This design comes from an exercise in tuning for small area on the open sky130 flow, not from production work. Function was checked by simulation only, so behaviour that the tests miss may differ from the original. Power is estimated from default activity; no workload was simulated.

## etcpu_top
module etcpu_top #(
   parameter  int INST_MEM_BYTE_ADD_W =  8 ,  
   parameter  int MAIN_MEM_BYTE_ADD_W =  8 ,  
   parameter  int APB_ADD_W           =  4 ,  
   parameter  int APB_DAT_W           = 32 ,  
   localparam int APB_STRB_W     = int'(APB_DAT_W/8)    
)(
   input  logic                  clk                ,  
   input  logic                  rst_n              ,  
   input  logic [APB_ADD_W -1:0] mng_apb4_s_paddr   ,
   input  logic [3         -1:0] mng_apb4_s_pprot   ,
   input  logic                  mng_apb4_s_psel    ,
   input  logic                  mng_apb4_s_penable ,
   input  logic                  mng_apb4_s_pwrite  ,
   input  logic [APB_DAT_W -1:0] mng_apb4_s_pwdata  ,
   input  logic [APB_STRB_W-1:0] mng_apb4_s_pstrb   ,
   input  logic                  mng_apb4_s_pwakeup ,
   output logic                  mng_apb4_s_pready  ,
   output logic [APB_DAT_W -1:0] mng_apb4_s_prdata  ,
   output logic                  mng_apb4_s_pslverr ,
   output logic                  exc_evnt_agg       ,  
   output logic                  main_mem_cs        ,  
   output logic                  main_mem_wen       ,  
   output logic [32-1:0]         main_mem_addr      ,  
   output logic [32-1:0]         main_mem_dat_in    ,  
   input  logic [32-1:0]         main_mem_dat_out   ,  
   output logic [32-1:0]         inst_mem_addr      ,  
   input  logic [32-1:0]         inst_mem_dat_out      
);
localparam logic [6:0] OP_LUI    = 7'b0110111 ;
localparam logic [6:0] OP_AUIPC  = 7'b0010111 ;
localparam logic [6:0] OP_IMM    = 7'b0010011 ;
localparam logic [6:0] OP_RR     = 7'b0110011 ;
localparam logic [6:0] OP_LOAD   = 7'b0000011 ;
  ...
For scale: about 1,300 flip-flops, roughly 250 I/O pins, about 0.064 sq mm of cells after synthesis.
export LEC_CHECK = 0
export CAP_MARGIN = 20
export CORE_MARGIN = 2
export CORE_UTILIZATION = 40
export SLEW_MARGIN = 20
create_clock -name core_clock -period 15.0 [get_ports {clk}]
run.sh (not shown) runs the stock make flow with config.mk's settings and CLKGATE_MAP_FILE= SYNTH_SCRIPT=/design/flow/synth_recipe.tcl, a recipe that flattens the netlist after the stock synthesis.
The baseline reached the layout checks and failed them: max-capacitance violations.
Then changed:
--- a/flow/design.v
+++ b/flow/design.v
@@ -229,28 +229,28 @@
 logic [ 5-1:0] wb_dst     ;
 logic [32-1:0] finst ;
 logic          f_jal, f_taken ;
 logic [ 9-1:0] p4, pb, pj ;     
 logic [ 9-1:0] pb_sum, pj_sum ;
 logic [ 5-1:0] bhi ;
 logic [13-1:0] jhi ;
 logic [ 9-1:0] pcnu ;
 logic          trap ;
 assign finst   = flush ? 32'h00000033 : inst_mem_dat_out ;
-assign f_jal   = finst[6:0] == OP_JAL ;
-assign f_taken = finst[6:0] == OP_BRANCH & finst[31] ;
+assign f_jal   = inst_mem_dat_out[6:0] == OP_JAL ;
+assign f_taken = inst_mem_dat_out[6:0] == OP_BRANCH & inst_mem_dat_out[31] ;
 assign p4 = {1'b0, pc} + 9'd4 ;
-assign bhi    = {finst[31], finst[7], finst[30:28]} ;
-assign pb_sum = {1'b0, pc} + {1'b0, finst[27:25], finst[11:8], 1'b0} ;
+assign bhi    = {inst_mem_dat_out[31], inst_mem_dat_out[7], inst_mem_dat_out[30:28]} ;
+assign pb_sum = {1'b0, pc} + {1'b0, inst_mem_dat_out[27:25], inst_mem_dat_out[11:8], 1'b0} ;
 assign pb     = {~((bhi == 5'h00 & ~pb_sum[8]) | (bhi == 5'h1f & pb_sum[8])), pb_sum[7:0]} ;
-assign jhi    = {finst[31], finst[19:12], finst[20], finst[30:28]} ;
-assign pj_sum = {1'b0, pc} + {1'b0, finst[27:21], 1'b0} ;
+assign jhi    = {inst_mem_dat_out[31], inst_mem_dat_out[19:12], inst_mem_dat_out[20], inst_mem_dat_out[30:28]} ;
+assign pj_sum = {1'b0, pc} + {1'b0, inst_mem_dat_out[27:21], 1'b0} ;
 assign pj     = {~((jhi == 13'h0000 & ~pj_sum[8]) | (jhi == 13'h1fff & pj_sum[8])), pj_sum[7:0]} ;
 assign pcnu = flush   ? flush_pc      :
               bubble  ? {1'b0, pc}    :
               f_jal   ? pj            :
               f_taken ? pb            :
                         p4            ;
 assign exc_inst_addr_mis = |pcnu[1:0] ;
 assign exc_inst_addr_oob = pcnu[8] ;
 assign trap = exc_inst_addr_mis | exc_inst_addr_oob | exc_main_addr_mis | exc_main_addr_oob ;
 assign inst_mem_addr = {24'h0, pc} ;
@@ -258,22 +258,22 @@
    if (!rst_n) begin
       pc          <= 8'h0 ;
       if2id_inst  <= 32'h0 ;
       if2id_pc    <= 8'h0 ;
       if2id_taken <= 1'b0 ;
       if2id_ntpc  <= 9'h0 ;
    end else begin
       pc          <= trap ? cfg_trap_hdlr_addr[7:0] : pcnu[7:0] ;
       if (!bubble) if2id_inst <= finst ;
       if2id_pc    <= pc ;
-      if2id_taken <= f_taken ;
-      if2id_ntpc  <= f_taken ? p4 : pb ;
+      if2id_taken <= ~flush & f_taken ;
+      if2id_ntpc  <= flush ? {1'b0, pc} : f_taken ? p4 : pb ;
    end
 logic [32-1:0] inst ;
 logic [ 7-1:0] opcode ;
 logic [ 3-1:0] f3 ;
 logic          is_lui, is_auipc, is_imm, is_rr, is_load, is_store, is_jal, is_jalr, is_branch ;
 logic          rd1_re, rd2_re ;
 logic [ 5-1:0] rs1, rs2 ;
 logic [ 5-1:0] ex_dst, ma_dst ;
 logic          ex1, ma1, wb1, ex2, ma2, wb2 ;
 logic [32-1:0] imm ;
=> With this change the flow completed with no timing, DRC or antenna violations. Total power shrinks by 0.60%. Wire length went down by 1.7%. Critical path depth falls by 15. Via count barely changes. Cell area stays flat.

-- static timing again, ports no longer ideal --
No port has a modelled driver above. Below, the same layouts with a new extraction and two added sets of constraints. Step 1 sets driving cells, clkbuf_16 on the clock port and buf_2 on the other inputs (assumed; they add their load-dependent delay and slew). Step 2 adds t to the input delays and takes it off the output delays; t is the mean of the earliest and latest rising clock arrival at the registers after step 1. Input paths then give back, and output paths get back, about the clock's delay inside the block. Three values: ideal ports, drivers, drivers and shift; two values: the first two.
| run | shift t [ns] | setup WS [ns] | worst setup path at the end |
|---|---|---|---|
| the first run | 0.870 | 0.707 / 0.627 / 1.497 | register to output |
| the second run | 0.885 | 1.873 / 1.790 / 2.675 | register to output |
